This design comes from an exercise in tuning for small area on the open sky130 flow, not from production work. Only simulation tests tie the RTL to the original design; equivalence was not proved. Power figures rest on the tool's default switching activity, not on a simulated workload.

## run A
==> flow/design.v (excerpt) <==
module toplevel(
    input clock,
    input reset,
    output led_sclk,
    output [6:1] led_l_sin,
    output [6:1] led_r_sin,
    input led_xerr,
    output led_mode,
    output led_blank,
    output led_xlat,
    output led_gsclk,
    output cpld_p8,
    output status_yellow,
    output status_orange,
    output status_red,
    output cpld_p2
  );
  reg [2:0] ph;
  reg [3:0] b;
  reg [3:0] ch;
  reg [4:0] hi;
  reg [9:0] blank_count;
  wire step     = &ph;                                         
  wire b_end    = &b;
  wire ch_end   = &ch;
  wire hi21ch5  = hi == 5'd21 && ch == 4'd5;
  wire last     = hi21ch5 && b == 4'd8;                        
  wire pre_last = hi21ch5 && b == 4'd7;                        
  wire shifting = !(hi[4] | hi[3] | hi[2] | (hi[1] & hi[0]));  
  wire phase    = ph[2] ^ ph[1];                               
  wire [2:0] ph_n = ph + 3'd1;
  wire       wrap = step && last;
  wire       b_t  = step && !last;
  wire [3:0] b_n  = wrap ? 4'd4 : !b_t ? b : b_end ? 4'd4 : b + 4'd1;
  wire       ch_t = b_t && b_end;
  wire [3:0] ch_n = wrap ? 4'd0 : ch_t ? ch + 4'd1 : ch;
  wire       hi_t = ch_t && ch_end;
  wire [4:0] hi_n = wrap ? 5'd0 : hi_t ? hi + 5'd1 : hi;
  ...
clock: 10.0 ns
lec_check: 0
cap_margin: 20
core_margin: 2
core_utilization: 25
slew_margin: 20
synth_memory_max_bits: 65536
standard.sh (not shown) runs the stock make flow with config.mk's settings and CLKGATE_MAP_FILE= SYNTH_SCRIPT=/design/flow/synth_recipe.tcl, a recipe that flattens the netlist after the stock synthesis.
==> flow/flow/run.sh <==
#!/bin/bash
# Own layout flow: the standard flow, except that synthesis maps the logic
# with an area-only ABC script and without ORFS's adder extraction.
# Each tool's output goes to a log file of its own in the work folder.
set -euo pipefail
W=$(pwd)
R=$W/orfs/results/$FLOW_PLATFORM/toplevel/base

bash standard.sh synth > log_1_standard_synth.txt 2>&1
cp "$R/1_2_yosys.v" std_1_2_yosys.v

# 2. Own synthesis: same scripts and registers, own ABC mapping.
rm -f "$R/1_2_yosys.v" "$R/1_2_yosys.sdc" "$R/1_synth.odb" "$R/1_synth.sdc"
bash standard.sh SYNTH_SCRIPT="$W/flow/own_synth.tcl" ADDER_MAP_FILE= synth > log_2_own_synth.txt 2>&1

# The registers (instance name and cell type) must be those of the standard
# synthesis; if not, fall back to the standard netlist.
regs() { grep -E '^\s*sky130_fd_sc_hd__(df|dl|sdf|edf)[a-z0-9_]*\s' "$1" | awk '{print $1, $2}' | sort; }
if ! diff <(regs std_1_2_yosys.v) <(regs "$R/1_2_yosys.v") > log_3_regs_diff.txt 2>&1; then
  echo "register mismatch: using the standard synthesis" >> log_3_regs_diff.txt
  rm -f "$R/1_2_yosys.v" "$R/1_2_yosys.sdc" "$R/1_synth.odb" "$R/1_synth.sdc"
  bash standard.sh synth > log_2b_standard_synth_again.txt 2>&1
fi

# 3. The rest of the standard flow, from floorplan to the final layout.
bash standard.sh > log_4_standard_finish.txt 2>&1
==> flow/flow/own.abc <==
strash
&get -n
&dch
&nf -R 1000 -p -F 8 -A 4
&put
topo
==> flow/flow/own_synth.tcl <==
# The standard synthesis (synth_recipe.tcl on ORFS's synth.tcl) with one change:
# the final technology mapping runs ABC with an area-only script (own.abc)
# instead of ORFS's. run.sh also turns off ORFS's adder extraction
# (ADDER_MAP_FILE=). Registers are made exactly as in the standard synthesis.
set own_abc_script [file join [file dirname [file normalize [info script]]] own.abc]
proc synth {args} { yosys synth -nofsm -noshare {*}$args }
proc abc {args} {
  set i [lsearch -exact $args -script]
  if { $i >= 0 } {
    set args [lreplace $args [expr { $i + 1 }] [expr { $i + 1 }] $::own_abc_script]
  }
  puts "own abc: $args"
  yosys abc {*}$args
}
source $::env(SCRIPTS_DIR)/synth.tcl
# left out here: clear keep_hierarchy, flatten, clean up, hide names made inside functions, write 1_2_yosys.v
Run A reached the end of the flow, and the finished layout is clean on the timing, design-rule and antenna checks.
#### Input delta (run B over run A)
Settings: GPL_TIMING_DRIVEN newly set to 0; CTS_BUF_LIST newly set to sky130_fd_sc_hd__clkbuf_8.
-- flow/flow/run.sh --
<<< run A, line 26
bash standard.sh > log_4_standard_finish.txt 2>&1
>>> run B, line 26
# Ports are buffered as in the standard flow, with the smallest buffer, and
# repair may not use the largest buffers (buf_8, buf_12, buf_16) on top of
# the platform's own dont-use list.
bash standard.sh BUFFER_PORTS_ARGS="-buffer_cell sky130_fd_sc_hd__buf_1" DONT_USE_CELLS="sky130_fd_sc_hd__probe_p_8 sky130_fd_sc_hd__probec_p_8 sky130_fd_sc_hd__lpflow_bleeder_1 sky130_fd_sc_hd__lpflow_clkbufkapwr_1 sky130_fd_sc_hd__lpflow_clkbufkapwr_16 sky130_fd_sc_hd__lpflow_clkbufkapwr_2 sky130_fd_sc_hd__lpflow_clkbufkapwr_4 sky130_fd_sc_hd__lpflow_clkbufkapwr_8 sky130_fd_sc_hd__lpflow_clkinvkapwr_1 sky130_fd_sc_hd__lpflow_clkinvkapwr_16 sky130_fd_sc_hd__lpflow_clkinvkapwr_2 sky130_fd_sc_hd__lpflow_clkinvkapwr_4 sky130_fd_sc_hd__lpflow_clkinvkapwr_8 sky130_fd_sc_hd__lpflow_decapkapwr_12 sky130_fd_sc_hd__lpflow_decapkapwr_3 sky130_fd_sc_hd__lpflow_decapkapwr_4 sky130_fd_sc_hd__lpflow_decapkapwr_6 sky130_fd_sc_hd__lpflow_decapkapwr_8 sky130_fd_sc_hd__lpflow_inputiso0n_1 sky130_fd_sc_hd__lpflow_inputiso0p_1 sky130_fd_sc_hd__lpflow_inputiso1n_1 sky130_fd_sc_hd__lpflow_inputiso1p_1 sky130_fd_sc_hd__lpflow_inputisolatch_1 sky130_fd_sc_hd__lpflow_isobufsrc_1 sky130_fd_sc_hd__lpflow_isobufsrc_16 sky130_fd_sc_hd__lpflow_isobufsrc_2 sky130_fd_sc_hd__lpflow_isobufsrc_4 sky130_fd_sc_hd__lpflow_isobufsrc_8 sky130_fd_sc_hd__lpflow_isobufsrckapwr_16 sky130_fd_sc_hd__lpflow_lsbuf_lh_hl_isowell_tap_1 sky130_fd_sc_hd__lpflow_lsbuf_lh_hl_isowell_tap_2 sky130_fd_sc_hd__lpflow_lsbuf_lh_hl_isowell_tap_4 sky130_fd_sc_hd__lpflow_lsbuf_lh_isowell_4 sky130_fd_sc_hd__lpflow_lsbuf_lh_isowell_tap_1 sky130_fd_sc_hd__lpflow_lsbuf_lh_isowell_tap_2 sky130_fd_sc_hd__lpflow_lsbuf_lh_isowell_tap_4 sky130_fd_sc_hd__buf_8 sky130_fd_sc_hd__buf_12 sky130_fd_sc_hd__buf_16" finish > log_4_standard_finish.txt 2>&1
Findings:
Re portion of the layout cell area used by non-clock buffers: run A and run B aren't equal, and the lower value belongs to run B.
Aggregate routed wire length in run B vs run A: down 7.1%
According to the power report, total power for run B is lower than for run A.
Sequential share of cell area for run B: 0.45 points up relative to run A
Run B gives less worst setup slack than run A did.
Per the comparison of run B with run A, highest clock rate has decreased; pin count of the biggest net entering global routing down 17; largest vdd supply drop -0.00011 V.
Edits applied to the flow inputs when going from run B to run C:
Settings: clearing CTS_BUF_LIST, which used to be sky130_fd_sc_hd__clkbuf_8.
==> flow/flow/run.sh <==
#!/bin/bash
# Own layout flow: the standard flow, except that synthesis maps the logic
# with an area-only ABC script and without ORFS's adder extraction.
# Each tool's output goes to a log file of its own in the work folder.
set -euo pipefail
W=$(pwd)
R=$W/orfs/results/$FLOW_PLATFORM/toplevel/base

bash standard.sh synth > log_1_standard_synth.txt 2>&1
cp "$R/1_2_yosys.v" std_1_2_yosys.v

# 2. Own synthesis: same scripts and registers, own ABC mapping.
rm -f "$R/1_2_yosys.v" "$R/1_2_yosys.sdc" "$R/1_synth.odb" "$R/1_synth.sdc"
bash standard.sh SYNTH_SCRIPT="$W/flow/own_synth.tcl" ADDER_MAP_FILE= synth > log_2_own_synth.txt 2>&1

# The registers (instance name and cell type) must be those of the standard
# synthesis; if not, fall back to the standard netlist.
regs() { grep -E '^\s*sky130_fd_sc_hd__(df|dl|sdf|edf)[a-z0-9_]*\s' "$1" | awk '{print $1, $2}' | sort; }
if ! diff <(regs std_1_2_yosys.v) <(regs "$R/1_2_yosys.v") > log_3_regs_diff.txt 2>&1; then
  echo "register mismatch: using the standard synthesis" >> log_3_regs_diff.txt
  rm -f "$R/1_2_yosys.v" "$R/1_2_yosys.sdc" "$R/1_synth.odb" "$R/1_synth.sdc"
  bash standard.sh synth > log_2b_standard_synth_again.txt 2>&1
fi

# 3. The rest of the standard flow, from floorplan to the final layout.
# Ports are buffered as in the standard flow, with the smallest buffer.
bash standard.sh BUFFER_PORTS_ARGS="-buffer_cell sky130_fd_sc_hd__buf_1" finish > log_4_standard_finish.txt 2>&1
Source-to-sink clock delay at the later pin of the worst-skew pair: run B vs run C, no meaningful difference
The clock-buffer cell count in run C was higher than what run B gave.
Final core utilization (higher): run C
Met1 routing resource usage after global routing: run C and run B compared, lower one is run C
Diff run B -> run C | clock period minus worst slack | decrease of 0.21 ns
Diff run B -> run C: post-route cell area rose by about 2%; layout-stage area growth over the synthesis result rose by 2.3 points; clock buffer and inverter area fraction after layout rose by 0.36 points.
Share of the cycle needed by the critical path after routing is lower on run C
diff inputs: run C => run D
Settings: putting CTS_BUF_LIST at sky130_fd_sc_hd__clkbuf_8 where nothing was set; swapping 0 for 1 in GPL_TIMING_DRIVEN.
-- flow/flow/run.sh --
<<< run C, line 26
# Ports are buffered as in the standard flow, with the smallest buffer.
bash standard.sh BUFFER_PORTS_ARGS="-buffer_cell sky130_fd_sc_hd__buf_1" finish > log_4_standard_finish.txt 2>&1
>>> run D, line 26
# Ports are buffered as in the standard flow, with the smallest buffer, and
# repair may not use the largest buffers (buf_8, buf_12, buf_16) on top of
# the platform's own dont-use list.
bash standard.sh BUFFER_PORTS_ARGS="-buffer_cell sky130_fd_sc_hd__buf_1" DONT_USE_CELLS="sky130_fd_sc_hd__probe_p_8 sky130_fd_sc_hd__probec_p_8 sky130_fd_sc_hd__lpflow_bleeder_1 sky130_fd_sc_hd__lpflow_clkbufkapwr_1 sky130_fd_sc_hd__lpflow_clkbufkapwr_16 sky130_fd_sc_hd__lpflow_clkbufkapwr_2 sky130_fd_sc_hd__lpflow_clkbufkapwr_4 sky130_fd_sc_hd__lpflow_clkbufkapwr_8 sky130_fd_sc_hd__lpflow_clkinvkapwr_1 sky130_fd_sc_hd__lpflow_clkinvkapwr_16 sky130_fd_sc_hd__lpflow_clkinvkapwr_2 sky130_fd_sc_hd__lpflow_clkinvkapwr_4 sky130_fd_sc_hd__lpflow_clkinvkapwr_8 sky130_fd_sc_hd__lpflow_decapkapwr_12 sky130_fd_sc_hd__lpflow_decapkapwr_3 sky130_fd_sc_hd__lpflow_decapkapwr_4 sky130_fd_sc_hd__lpflow_decapkapwr_6 sky130_fd_sc_hd__lpflow_decapkapwr_8 sky130_fd_sc_hd__lpflow_inputiso0n_1 sky130_fd_sc_hd__lpflow_inputiso0p_1 sky130_fd_sc_hd__lpflow_inputiso1n_1 sky130_fd_sc_hd__lpflow_inputiso1p_1 sky130_fd_sc_hd__lpflow_inputisolatch_1 sky130_fd_sc_hd__lpflow_isobufsrc_1 sky130_fd_sc_hd__lpflow_isobufsrc_16 sky130_fd_sc_hd__lpflow_isobufsrc_2 sky130_fd_sc_hd__lpflow_isobufsrc_4 sky130_fd_sc_hd__lpflow_isobufsrc_8 sky130_fd_sc_hd__lpflow_isobufsrckapwr_16 sky130_fd_sc_hd__lpflow_lsbuf_lh_hl_isowell_tap_1 sky130_fd_sc_hd__lpflow_lsbuf_lh_hl_isowell_tap_2 sky130_fd_sc_hd__lpflow_lsbuf_lh_hl_isowell_tap_4 sky130_fd_sc_hd__lpflow_lsbuf_lh_isowell_4 sky130_fd_sc_hd__lpflow_lsbuf_lh_isowell_tap_1 sky130_fd_sc_hd__lpflow_lsbuf_lh_isowell_tap_2 sky130_fd_sc_hd__lpflow_lsbuf_lh_isowell_tap_4 sky130_fd_sc_hd__buf_8 sky130_fd_sc_hd__buf_12 sky130_fd_sc_hd__buf_16" finish > log_4_standard_finish.txt 2>&1
[summary]
- Run D vs. run C: placement-stage worst setup slack increased by 0.092 ns relative to the old numbers, arrival time of the worst setup path decreased by 0.12 ns relative to the old numbers, fraction of power spent switching nets increased by 2.7 points relative to the old numbers, routed wire length increased by about 11% relative to the old numbers, post-synthesis to final-layout area growth decreased by 4.5 points relative to the old numbers.
- Between run D and run C, portion of the layout cell area used by clock cells is lower for run D, run C comes in above that.
- In run D the cell count after placement turned out 10 higher than in run C.

[what the ideal ports hide]
No port has a modelled driver above. Below, the same layouts with a new extraction and two added sets of constraints.
Step 1 sets driving cells, clkbuf_16 on the clock port and buf_2 on the other inputs (assumed; they add their load-dependent delay and slew).
Step 2, shift: input delay + t, output delay - t, t = (earliest + latest rising clock arrival at the registers) / 2. This alone moves slack from input paths to output paths.
a / b / c = no drivers / after step 1 / after step 2; a / b = the first two.
| run | shift t [ns] | slack for setup (ns) | clock arrival spread, ns | worst data-port slew with drivers (ns) | cell pins on the clock port's net |
|---|---|---|---|---|---|
| run A | 0.282 | 3.048 / 3.022 / 3.305 | 0.001 / 0.001 | 0.03 | 1 |
| run B | 0.285 | 2.774 / 2.750 / 3.035 | 0.002 / 0.002 | 0.03 | 1 |
| run C | 0.280 | 2.985 / 2.956 / 3.237 | 0.003 / 0.003 | 0.03 | 1 |
| run D | 0.289 | 3.097 / 3.076 / 3.365 | 0.010 / 0.010 | 0.03 | 1 |
After both steps every run listed still meets setup and hold.
